Context: an optimization exercise on an open-source flow, tuned for small area, a short achievable clock period and few clock cycles. The choices shown serve that exercise and are no tape-out recipe. RTL that was checked went through simulation tests only; none was proved equivalent to the original. Power and IR drop assume default switching activity.

old:
==> flow/design.v <==
module huffman(clk, reset, gray_valid, gray_data, CNT_valid, CNT1, CNT2, CNT3, CNT4, CNT5, CNT6,code_valid, HC1, HC2, HC3, HC4, HC5, HC6, M1, M2, M3, M4, M5, M6);
input clk;
input reset;
input gray_valid;
input [7:0] gray_data;
output reg CNT_valid;
output [7:0] CNT1, CNT2, CNT3, CNT4, CNT5, CNT6;
output reg code_valid;
output [7:0] HC1, HC2, HC3, HC4, HC5, HC6;
output [7:0] M1, M2, M3, M4, M5, M6;
integer i;
function lt7;
	input [6:0] a, b;
	reg [6:0] l, g;
	reg l10, g10, l32, g32, l54, g54, l30, g30, l64, g64;
	begin
		l = ~a & b;
		g = a & ~b;
		l10 = l[1] | (~g[1] & l[0]);	g10 = g[1] | (~l[1] & g[0]);
		l32 = l[3] | (~g[3] & l[2]);	g32 = g[3] | (~l[3] & g[2]);
		l54 = l[5] | (~g[5] & l[4]);	g54 = g[5] | (~l[5] & g[4]);
		l30 = l32 | (~g32 & l10);	g30 = g32 | (~l32 & g10);
		l64 = l[6] | (~g[6] & l54);	g64 = g[6] | (~l[6] & g54);
		lt7 = l64 | (~g64 & l30);
	end
endfunction
reg [3:0] st;
reg mv;
reg srt, slast, mrg;
wire img_end = (st == 4'd1) & ~gray_valid;
wire [3:0] st_n = (st == 4'd0) ? {3'd0, gray_valid} :
		(st == 4'd1) ? (gray_valid ? 4'd1 : 4'd2) :
		(st == 4'd12) ? 4'd12 : (mv ? st + 4'd1 : st);
always @(posedge clk or posedge reset)
	if (reset) begin
		st <= 4'd0;
		mv <= 1'b0;
		srt <= 1'b0;
		slast <= 1'b0;
		mrg <= 1'b0;
		CNT_valid <= 1'b0;
		code_valid <= 1'b0;
	end else begin
		st <= st_n;
		mv <= img_end | ((srt | mrg) & (~mv | (st_n == 4'd11)));
		srt <= (st_n >= 4'd2) & (st_n <= 4'd6);
		slast <= (st_n == 4'd6);
		mrg <= (st_n >= 4'd7) & (st_n <= 4'd11);
		CNT_valid <= img_end;
		code_valid <= (st == 4'd11) & mv;
	end
reg [6:0] Q [0:5];
assign CNT1 = {1'b0, Q[5]};
assign CNT2 = {1'b0, Q[0]};
assign CNT3 = {1'b0, Q[1]};
assign CNT4 = {1'b0, Q[2]};
assign CNT5 = {1'b0, Q[3]};
assign CNT6 = {1'b0, Q[4]};
wire [5:1] unsorted = {1'b0, st <= 4'd2, st <= 4'd3, st <= 4'd4, st <= 4'd5};
wire [5:1] lt_c;
genvar g;
generate
	for (g = 1; g < 6; g = g + 1) begin : cmp
		assign lt_c[g] = unsorted[g] | lt7(Q[g], Q[0]);
	end
endgenerate
reg [5:1] lt_r;
always @(posedge clk or posedge reset)
	if (reset)
		lt_r <= 5'd0;
	else
		lt_r <= lt_c;
wire [7:0] lt = {2'b00, lt_r, 1'b1};
wire [6:0] S = Q[1] + (lt[2] ? Q[2] : Q[0]);
wire [5:0] inc;
assign inc[0] = gray_valid & (gray_data[2:0] == 3'd2);
assign inc[1] = gray_valid & (gray_data[2:0] == 3'd3);
assign inc[2] = gray_valid & (gray_data[2:0] == 3'd4);
assign inc[3] = gray_valid & (gray_data[2:0] == 3'd5);
assign inc[4] = gray_valid & (gray_data[2:0] == 3'd6);
assign inc[5] = gray_valid & (gray_data[2:0] == 3'd1);
wire sm = mv & srt & ~slast;
wire mm = mv & (slast | mrg);
reg [6:0] Qn [0:5];
reg [6:0] Qc [0:5];
reg selB, selC, selD;
always @(*) begin
	for (i = 0; i < 6; i = i + 1)
		Qc[i] = inc[i] ? Q[i] + 7'd1 : Q[i];
	selB = sm & lt[1];
	Qn[0] = (Qc[0] & {7{~(selB | mm)}}) | (Q[1] & {7{selB}}) | (S & {7{mm}});
	for (i = 1; i < 5; i = i + 1) begin
		selB = (sm & lt[i+1]) | (mm & ~lt[i+2] & ~lt[i+1]);
		selC = mm & lt[i+2];
		selD = (sm & ~lt[i+1] & lt[i]) | (mm & ~lt[i+2] & lt[i+1]);
		Qn[i] = (Qc[i] & {7{~(selB | selC | selD)}}) | (Q[(i+1)%6] & {7{selB}})
			| (Q[(i+2)%6] & {7{selC}}) | (Q[0] & {7{selD}});
	end
	selD = sm & lt[5];
	Qn[5] = (Qc[5] & {7{~(selD | mm)}}) | (Q[0] & {7{selD}}) | {7{mm}};
end
always @(posedge clk or posedge reset)
	if (reset) begin
		for (i = 0; i < 6; i = i + 1)
			Q[i] <= 7'd0;
	end else begin
		for (i = 0; i < 6; i = i + 1)
			Q[i] <= Qn[i];
	end
wire [2:0] ins = {lt[4], lt[2] & ~lt[4], (lt[1] & ~lt[2]) | (lt[3] & ~lt[4]) | lt[5]};
function [2:0] place;
	input [2:0] m;
	place = (m == 3'd0) ? 3'd0 : (m == 3'd1) ? 3'd5 : m - 3'd1;
endfunction
reg [2:0] nv [0:7];
always @(*) begin
	if (mm) begin
		nv[0] = place(ins);
		for (i = 1; i < 5; i = i + 1)
			nv[i] = lt[i] ? place(i - 1) : place(i);
		nv[5] = slast ? (lt[5] ? place(4) : place(5)) : place(ins);
	end else begin
		nv[0] = ins;
		for (i = 1; i < 6; i = i + 1)
			nv[i] = lt[i] ? i - 1 : i;
	end
	nv[6] = 3'd0;
	nv[7] = 3'd0;
end
reg [2:0] P [0:5];
reg [4:0] T [0:5];
reg [4:0] H [0:5];
always @(posedge clk or posedge reset)
	if (reset) begin
		P[0] <= 3'd5;
		for (i = 1; i < 6; i = i + 1)
			P[i] <= i - 1;
		for (i = 0; i < 6; i = i + 1) begin
			T[i] <= 5'd0;
			H[i] <= 5'd0;
		end
	end else begin
		for (i = 0; i < 6; i = i + 1) begin
			if (mv)
				P[i] <= nv[P[i]];
			if (mv & mrg & ((P[i] == 3'd0) | (P[i] == 3'd5))) begin
				T[i] <= {T[i][3:0], 1'b1};
				if (P[i] == 3'd0)
					H[i] <= H[i] | ({T[i][3:0], 1'b1} & ~T[i]);
			end
		end
	end
assign HC1 = {3'b0, H[0]};	assign M1 = {3'b0, T[0][4:1], 1'b1};
assign HC2 = {3'b0, H[1]};	assign M2 = {3'b0, T[1][4:1], 1'b1};
assign HC3 = {3'b0, H[2]};	assign M3 = {3'b0, T[2][4:1], 1'b1};
assign HC4 = {3'b0, H[3]};	assign M4 = {3'b0, T[3][4:1], 1'b1};
assign HC5 = {3'b0, H[4]};	assign M5 = {3'b0, T[4][4:1], 1'b1};
assign HC6 = {3'b0, H[5]};	assign M6 = {3'b0, T[5][4:1], 1'b1};
endmodule
export LEC_CHECK = 0
export CAP_MARGIN = 20
export CORE_MARGIN = 2
export CORE_UTILIZATION = 40
export SETUP_SLACK_MARGIN = 2.8
export SLEW_MARGIN = 20
create_clock -name core_clock -period 5.0 [get_ports {clk}]
standard.sh (not shown) runs the stock make flow with config.mk's settings and CLKGATE_MAP_FILE= SYNTH_SCRIPT=/design/flow/synth_recipe.tcl, a recipe that flattens the netlist after the stock synthesis.
==> flow/flow/run.sh <==
#!/bin/bash
# Own flow: the standard synthesis and layout (standard.sh), with the
# port buffers made of the smallest plain buffer cell. The make output goes
# to layout.log here.
set -euo pipefail
bash standard.sh BUFFER_PORTS_ARGS="-buffer_cell sky130_fd_sc_hd__buf_1" finish > "$PWD/layout.log" 2>&1
Modified inputs, new compared to old
-- flow/design.v --
<<< old, line 72
		lt_r <= lt_c;
wire [7:0] lt = {2'b00, lt_r, 1'b1};
wire [6:0] S = Q[1] + (lt[2] ? Q[2] : Q[0]);
wire [5:0] inc;
assign inc[0] = gray_valid & (gray_data[2:0] == 3'd2);
>>> new, line 72
		lt_r <= lt_c;
wire [7:0] lt = {2'b00, lt_r, 1'b1};
wire [6:0] addA = Q[0] + Q[1];
wire [6:0] addB = Q[1] + Q[2];
wire [6:0] S = (addA & {7{~lt[2]}}) | (addB & {7{lt[2]}});
wire [5:0] inc;
assign inc[0] = gray_valid & (gray_data[2:0] == 3'd2);
<<< old, line 87
always @(*) begin
	for (i = 0; i < 6; i = i + 1)
		Qc[i] = inc[i] ? Q[i] + 7'd1 : Q[i];
	selB = sm & lt[1];
	Qn[0] = (Qc[0] & {7{~(selB | mm)}}) | (Q[1] & {7{selB}}) | (S & {7{mm}});
>>> new, line 89
always @(*) begin
	for (i = 0; i < 6; i = i + 1)
		Qc[i] = Q[i] + {6'd0, inc[i]};
	selB = sm & lt[1];
	Qn[0] = (Qc[0] & {7{~(selB | mm)}}) | (Q[1] & {7{selB}}) | (S & {7{mm}});
Results
new closes out successfully: all stages finished, all timing, DRC and antenna checks passed. Max-slew headroom at the worst pin: new lower than old. In new, internal power is higher than in old. From old to new, number of synthesized flops with an enable pin did not move at all. new vs old, fraction of area in multi-input gates went up by 1.4 points. new against old: worst hold slack has remained practically unchanged; total power draw saw an increase; fraction of synthesized area in multiplexers went down 0.42 points; combined buffer and inverter count along the critical path went down by 1; maximum frequency higher. [diff] synthesized area, new relative to old: regression. | sequential power | new vs old | ≈ equal |. Of new and old, old shows the higher sequential share of layout area, with new below it. old was smaller in final cell area than new. On number of violations reported at the end of detailed-routing iteration 0: new sits below old.
Testbench counts of new, summed over its fixed seeds: cycles 47,600.
Only the layout flow was run in old; the RTL was not checked for function there.

static timing again, ports no longer ideal:
Ports are ideal in the flow. The routed layouts listed here were re-timed in OpenROAD.
Step 1, drivers: a clkbuf_16 drives clk and a buf_2 each remaining input, both assumed.
Step 2, shift: input delay + t, output delay - t, t = (earliest + latest rising clock arrival at the registers) / 2. This alone moves slack from input paths to output paths.
Slacks: ideal / step 1 / step 2; pairs: ideal / step 1.
| run | t, ns | slack for setup (ns) | worst register clock-pin slew, ns | pins driven straight from the clock port |
|---|---|---|---|---|
| old | 0.463 | 2.776 / 2.776 / 2.450 | 0.07 / 0.07 | 1 |
| new | 0.457 | 2.842 / 2.798 / 2.461 | 0.07 / 0.07 | 1 |
After both steps setup and hold are still met in every run listed. The setup slack of new, which loses most, moves by -0.044 ns with the drivers and by -0.381 ns with both steps.
